From an optimization exercise on the open Yosys and OpenROAD flow, aimed at small area, a short achievable clock period and few clock cycles per item; shortcuts taken in it are not production practice. No functional check of the RTL was part of any run shown here. No activity file was given, so power comes from the tool's default toggle rates.

==> flow/design.v (outline; a module is shown in full before it is edited, if it fits) <==
// module COMP_Control: 1174 lines
// module FA: 4 lines
// module FAX: 4 lines
// module XOR3: 3 lines
// module MAJ3: 3 lines
// module KMUX: 3 lines
// module AOI21: 3 lines
// module OAI21: 3 lines
// module NAND2: 3 lines
// module NOR2: 3 lines
// module XOR2: 3 lines
// module XNOR2: 3 lines
module COMP_Control(
    input clock,
    input rst,
    input start_trigger,
    input reset_act,
    input reset_data,
    input signed [15:0] K0,
    input signed [15:0] K1,
    input signed [15:0] K2,
    input signed [17:0] setPoint,
    input signed [17:0] data,
    output reg busy,
    output wire signed [15:0] COMP_output
    );
  // ...
==> flow/flow/run.sh <==
#!/bin/bash
# The standard layout (standard.sh: the standard flow's synthesis, floorplan, placement,
# CTS, routing) at the design's clock period and constraints, with two
# changes to how hard the resizer works:
#  - repair_timing aims for a setup slack of SETUP_MARGIN ns instead of 0,
#    so the critical paths get sized and buffered although the 12 ns clock
#    would already be met;
#  - the port buffers are buf_1 cells rather than the resizer's pick.
set -euo pipefail
cd "$(dirname "$0")/.."
SETUP_MARGIN=$(cat flow/setup_margin.txt)
bash standard.sh "SETUP_SLACK_MARGIN=$SETUP_MARGIN" \
  "BUFFER_PORTS_ARGS=-buffer_cell sky130_fd_sc_hd__buf_1" finish > standard_make.log 2>&1
==> flow/flow/setup_margin.txt <==
6.0
==> flow/standard.sh <==
#!/bin/bash
# synth_recipe.tcl (not shown) runs the flow's synth.tcl, then flattens the netlist and writes it again
# the make line also repeats each setting of config.mk as NAME=value (left out here)
make -C /OpenROAD-flow-scripts/flow DESIGN_CONFIG=/design/flow/config.mk WORK_HOME=/design/flow/orfs CLKGATE_MAP_FILE= SYNTH_SCRIPT=/design/flow/synth_recipe.tcl "${@:-finish}"
==> flow/config.mk <==
export PLATFORM = sky130hd
export DESIGN_NAME = COMP_Control
export DESIGN_NICKNAME = COMP_Control
export VERILOG_FILES = /design/flow/design.v
export SDC_FILE = /design/flow/constraint.sdc
export NUM_CORES = 4
export LEC_CHECK = 0
export CAP_MARGIN = 20
export CORE_MARGIN = 2
export CORE_UTILIZATION = 40
export CTS_BUF_LIST = sky130_fd_sc_hd__clkbuf_8
export SLEW_MARGIN = 20
export SYNTH_HIERARCHICAL = 1
export SYNTH_MINIMUM_KEEP_SIZE = 0
==> flow/constraint.sdc <==
create_clock -name core_clock -period 12.0 [get_ports {clock}]
set_input_delay 2.4000 -clock core_clock [delete_from_list [all_inputs] [get_ports {clock}]]
set_output_delay 2.4000 -clock core_clock [all_outputs]
set_load 0.01 [all_outputs]
==> out/metrics.yaml, run 1 <==
holdPathStages: 2
place.gp.congestion: 0.894
p_sw_frac: 0.416
outcome: "no timing/DRC/antenna violations"
rr_startpoint: "busy"
setup_slack_ns: 6.38
synthCells: 1844
dp.cells: 2373
wl_met2_mm: 21.9
die_height_um: 210
period_minus_slack_ns: 5.62
grt_pass1_vias: 13400
startpoint_type: "register"
synth-compound-area-share: 0.152
ys_warn_count: 7
grt_busiest_layer: "met2"
use_met1: 0.264
p_clk_frac: 0.227
tritoncts: "done"
hold_path_end: "C[0]"
synth_top_family_by_area: "adder cells"
sh_seq_area: 0.171
wl_met3_mm: 2.18
synthAdderAreaFrac: 0.298
yosys-mux-area-fraction: 0.0546
crit_end: "COMP_output[14]"
fin_util: 0.425
area_growth_pct: 5.05
routed_wirelength_mm: 44.2
cts_hold_buf: 0
finalMaxSlewViolations: 0
dpl_cell_area_um2: 17300
n_all_buffers: 113
buf_share: 0.0267
worst-path-max-fanout: 4
initial_core_util: 0.405
synthArstFlopShare: 0
rrSetupSlack_ns: 7.16
dr.max_layer_used: "met4"
grt_util_met2: 0.361
stdcell_area_um2: 17800
synth-edff-count: 0
nClkBuffers: 17
==> module KMUX, before the edit <==
module KMUX(input busy, input [15:0] kr, input [15:0] k2, output [15:0] y);
    assign y = busy ? kr : k2;
endmodule
==> inputs of run 2 (changes only) <==
--- a/flow/design.v
+++ b/flow/design.v
@@ -9,26 +9,25 @@
     input signed [15:0] K2,
     input signed [17:0] setPoint,
     input signed [17:0] data,
     output reg busy,
     output wire signed [15:0] COMP_output
     );
     reg [18:0] e0, e1;
     reg [47:0] S, C;
-    reg [15:0] Kr;
     reg sB, sC;    
     wire load = start_trigger & ~busy & ~reset_act & ~rst;
     wire clr_all = rst | (reset_act & reset_data);
     wire [18:0] diff;    
     wire [15:0] Km;
-    KMUX umA (.busy(busy), .kr(Kr), .k2(K2), .y(Km));
+    KMUX umA (.sA(~busy), .sB(sB), .sC(sC), .k2(K2), .k1(K1), .k0(K0), .y(Km));
     wire acc_en = load | busy;
     wire [15:0] KmB;    
-    KMUX umB (.busy(busy), .kr(Kr), .k2(K2), .y(KmB));
+    KMUX umB (.sA(~busy), .sB(sB), .sC(sC), .k2(K2), .k1(K1), .k0(K0), .y(KmB));
     wire sb_1; AOI21 usb_1 (.a((setPoint[1] & ~data[1])), .b((setPoint[1] | ~data[1])), .c((setPoint[0] | ~data[0])), .y(sb_1));
     wire sb_2; NAND2 usb_2 (.a((setPoint[1] | ~data[1])), .b((setPoint[0] | ~data[0])), .y(sb_2));
     wire sb_3; AOI21 usb_3 (.a((setPoint[3] & ~data[3])), .b((setPoint[3] | ~data[3])), .c((setPoint[2] & ~data[2])), .y(sb_3));
     wire sb_4; NAND2 usb_4 (.a((setPoint[3] | ~data[3])), .b((setPoint[2] | ~data[2])), .y(sb_4));
     wire sb_5; AOI21 usb_5 (.a((setPoint[5] & ~data[5])), .b((setPoint[5] | ~data[5])), .c((setPoint[4] & ~data[4])), .y(sb_5));
     wire sb_6; NAND2 usb_6 (.a((setPoint[5] | ~data[5])), .b((setPoint[4] | ~data[4])), .y(sb_6));
     wire sb_7; AOI21 usb_7 (.a((setPoint[7] & ~data[7])), .b((setPoint[7] | ~data[7])), .c((setPoint[6] & ~data[6])), .y(sb_7));
     wire sb_8; NAND2 usb_8 (.a((setPoint[7] | ~data[7])), .b((setPoint[6] | ~data[6])), .y(sb_8));
@@ -1135,17 +1134,16 @@
     assign C_n[44] = f246_s;
     assign S_n[45] = f246_c;
     assign C_n[45] = f247_s;
     assign S_n[46] = f247_c;
     assign C_n[46] = f248_s;
     assign S_n[47] = f248_c;
     assign C_n[47] = f249_s;
     always @(posedge clock) begin
-        Kr <= sB ? K0 : K1;
         if (rst) begin
             busy <= 1'b0;
             sB <= 1'b0;
             sC <= 1'b0;
         end else begin
             busy <= load | sB;
             sB <= load;
             sC <= sB;
@@ -1181,18 +1179,18 @@
     MAJ3 um (.a(a), .b(b), .c(c), .y(co));
 endmodule
 module XOR3(input a, input b, input c, output y);
     assign y = a ^ b ^ c;
 endmodule
 module MAJ3(input a, input b, input c, output y);
     assign y = (a & b) | (a & c) | (b & c);
 endmodule
-module KMUX(input busy, input [15:0] kr, input [15:0] k2, output [15:0] y);
-    assign y = busy ? kr : k2;
+module KMUX(input sA, input sB, input sC, input [15:0] k2, input [15:0] k1, input [15:0] k0, output [15:0] y);
+    assign y = (k2 & {16{sA}}) | (k1 & {16{sB}}) | (k0 & {16{sC}});
 endmodule
 module AOI21(input a, input b, input c, output y);    
     assign y = ~(a | (b & c));
 endmodule
 module OAI21(input a, input b, input c, output y);    
     assign y = ~(a & (b | c));
 endmodule
 module NAND2(input a, input b, output y);
==> run 2 against run 1 <==
Synthesized area fell by 3.3%; sequential cell count fell by 15; synthesized cell count up 1.1%; largest cell class unchanged; largest power group unchanged.
==> out/metrics.yaml, run 2 <==
outcome: "no timing/DRC/antenna violations"
holdPathStages: 2  # unchanged
crit_type: "in2reg"
p_clk_frac: 0.205  # -0.022
dp_hpwl_mm: 33.8
rsz0062_at_grt: "true"
setup_viol: 0
p_int_uw: 1150
synthFlopType: "dfxtp_1"
syn_area_um2: 16400
drtPass1Iterations: 6
place.gp.congestion: 0.870  # -2.7%
crit_family: "adder cells"
synthArstFlopShare: 0  # unchanged
end_kind: "register"
cts-root-buf: "clkbuf_8"
synth_top_area_cell: "fa_1"
period_share: 0.492
synthCells: 1864  # +1.1%
top_regs: "C (48), S (48)"
ios: 106
nFillCells: 4014
core_um2: 40600
hold_viol_final: 0
maxCapViolations: 0
multiInputGateArea_um2: 12400
grt_max_degree: 98
tritoncts: "done"
grt_antenna_before_repair: 0
clk_path_buf_depth: 2
cp_cell_sequence: "buf_1 > a222oi_1 > inv_1 > a22oi_1 > xnor2_1 > ha_1 > fa_1 > fa_1 > fa_1 > fa_1 > nand2_1 > a21oi_1"
worst-slew-pin-transition_ns: 1.09
routed_wirelength_mm: 44.8  # +1.5%
power.leakage_uw: 0.00637
port_buffers: 105
drive_above_1_share: 0.0761
fmax_mhz: 169
startpoint_type: "input port"
powerDensity_nw_per_um2: 115
grt_pass1_wl_mm: 72.4
synth_area_leaders: "fa_1, dfxtp_1, xnor2_1"
finalNetCount: 2250
area_growth_pct: 5.39
synth_cell_types: 41
r2r_cells: 11
ys_ff_latch: 137
overflow: 0
detail-route-antenna-nets: 0
tns_ns: 0
p_sw_frac: 0.419  # +0.00303
die_height_um: 206  # -1.6%
required_ns: 12.41
cts_hold_buf: 0  # unchanged
hold_class: "reg2reg"
fin_util: 0.425  # -0.000584
vias_per_cell: 5.39
period_minus_slack_ns: 5.90  # +0.285 ns
layout_common_cells: "nand2_1, xnor2_1, fa_1"
yosysTopAreaCellShare: 0.257
relSlewSlack: 0.270
path_clk_slew_ns: 0.08
cpMaxStageDelayCell: "a222oi_1"
p_comb_frac: 0.508
cts.sinks: 137
final_common_cell: "nand2_1"
drc: 0
htreeDepth: 4
initial_core_util: 0.403  # -0.00187
rows: 74
grt_usage: 0.220
ys_seq_area_frac: 0.167
final-seq-area_um2: 2740
insertion_delay_ns: 0.48
finalMaxSlewViolations: 0  # unchanged
avgRoutedWirePerCell_um: 18.5
cp_num_buf_inv: 2
synth_commonest_cells: "nand2_1, fa_1, xnor2_1"
postSynthAreaPerCell_um2: 8.79
synth-edff-count: 0  # unchanged
fin_skew_ns: 0.0132
drtIter0Drc: 1029
crit_path_frequent_cell: "fa_1"
die_w_um: 206
slowest_delay_ns: 0.59
ir_drop_mv: 0.0797
routed-via-count: 13100
synth_most_common_cell: "nand2_1"
arrival_ns: 6.32
ys_warn_count: 7  # unchanged
worst-path-max-fanout: 10  # +6
path_depth: 12
die-area_um2: 42600
p_switching_uw: 830
p_seq_frac: 0.287
numCtsBuffers: 17
grt_pass1_vias: 13400  # -0.42%
==> run 2: stage by stage <==
stage | power, uW | cells | setup WS [ns] | cell area (um^2) | hold WS (ns)
3_3_place_gp | 1570 | 2387 | 5.54 | 16800 | 0.438
3_5_place_dp | 1590 | 2387 | 5.56 | 16800 | 0.445
4_1_cts | 2010 | 2416 | 6.08 | 17200 | 0.456
2_1_floorplan | 1320 | 1870 | 6.11 | 16400 | 0.431
6_report | 1980 | 2426 | 6.10 | 17300 | 0.455
5_1_grt | 2180 | 2425 | 6.00 | 17300 | 0.467
==> run 2: Yosys stat by module, one instance, submodules excluded <==
module	area (um^2)	cells inside	flops+latches	copies in the design
OAI21	5.00	1	0	63
FA	20.0	1	0	210
NAND2	3.75	1	0	81
AOI21	8.76	1	0	51
KMUX	248	35	0	2
NOR2	3.75	1	0	85
COMP_Control	10300	1304	137	1
==> run 2: path summary, 6_finish.rpt <==
| path | from | endpoint | slack [ns] |
|---|---|---|---|
| worst max-delay path | K2[7] | C[17] | 6.10 |
| worst min-delay path | e0[3] | e1[3] | 0.46 |
| worst max register to register | sB | C[19] | 7.08 |
| worst min register to register | e0[3] | e1[3] | 0.46 |
==> run 2: power by group through the flow <==
stage               Combinational (uW)  Sequential [uW]  Clock [uW]
finish                            1010              570         406
CTS                               1020              570         419
detailed placement                1010              581           0
floorplan                          762              561           0
global placement                   992              577           0
global route                      1170              580         439
==> run 2: logic make-up (layout without fill, tap and decap cells) <==
group           Yosys count  in the layout  share of synthesized area
compound gates          448            448                      0.183
other cells               1              8                   0.000229
xor+xnor                244            244                      0.135
mux                      12             12                    0.00733
buf+inv                 257            280                     0.0758
simple gates            487            487                      0.123
flops                   137            137                      0.167
fa+ha+maj               278            278                      0.309
==> run 2: routing by layer <==
layer | vias to the layer above | share of wire | wire length, um | global-route usage
met4 | 0 | 0.022 | 973 | 0.0661
met5 | - | 0 | 0 | 0
met1 | 6544 | 0.44 | 19900 | 0.291
li1 | 6167 | - | - | -
met2 | 318 | 0.48 | 21700 | 0.370
met3 | 49 | 0.051 | 2290 | 0.0319
==> run 2: worst register-to-register path, stage by stage, from the launching register on <==
cell,delay (ns)
dfxtp_2,0.50
buf_4,0.70
xnor2_2,0.33
inv_2,0.50
xnor2_1,0.20
fa_1,0.59
fa_1,0.45
fa_1,0.42
fa_1,0.46
fa_1,0.49
nand2_1,0.05
a21oi_1,0.16
==> run 2: area by class of cell <==
| class | instances | area share |
|---|---|---|
| Timing Repair Buffer | 121 | 0.0299 |
| Clock inverter | 9 | 0.00732 |
| Sequential cell | 137 | 0.159 |
| Multi-Input combinational cell | 1476 | 0.721 |
| Timing Repair inverter | 2 | 0.000580 |
| Antenna cell | 1 | 0.000145 |
| Tap cell | 532 | 0.0386 |
| Clock buffer | 20 | 0.0159 |
| Inverter | 128 | 0.0278 |
==> run 2: repair_timing <==
item / 4_1_cts / 5_1_grt
setup buffers: 0 / 7
endpoints found under the setup margin: 0 / 14
gates resized for setup: 0 / 7
endpoints found under the hold margin: 0 / 0

[separate check: timing with driven ports]
How much do the figures lean on ideal ports? The routed layouts below were timed once more, with nothing changed but the port constraints.
Step 1 (the two cells are an assumption about what drives the block):
set clk [get_ports {clock}]
set_driving_cell -lib_cell sky130_fd_sc_hd__clkbuf_16 $clk
set_driving_cell -lib_cell sky130_fd_sc_hd__buf_2 [delete_from_list [all_inputs] $clk]
Step 2 also shifts input and output timing later by t, the mid clock arrival at the registers, as if the neighbouring blocks saw the same clock.
Three values: ideal ports, drivers, drivers and shift; two values: the first two.
run | shift t [ns] | setup WS [ns] | worst setup path after step 2
run 1 | 0.543 | 6.381 / 6.333 / 5.935 | input to register
run 2 | 0.527 | 6.097 / 6.129 / 5.602 | input to register
After both steps setup and hold are still met in every run listed. For run 2, which loses most, drivers alone change the setup slack by +0.032 ns; drivers and shift together by -0.495 ns.
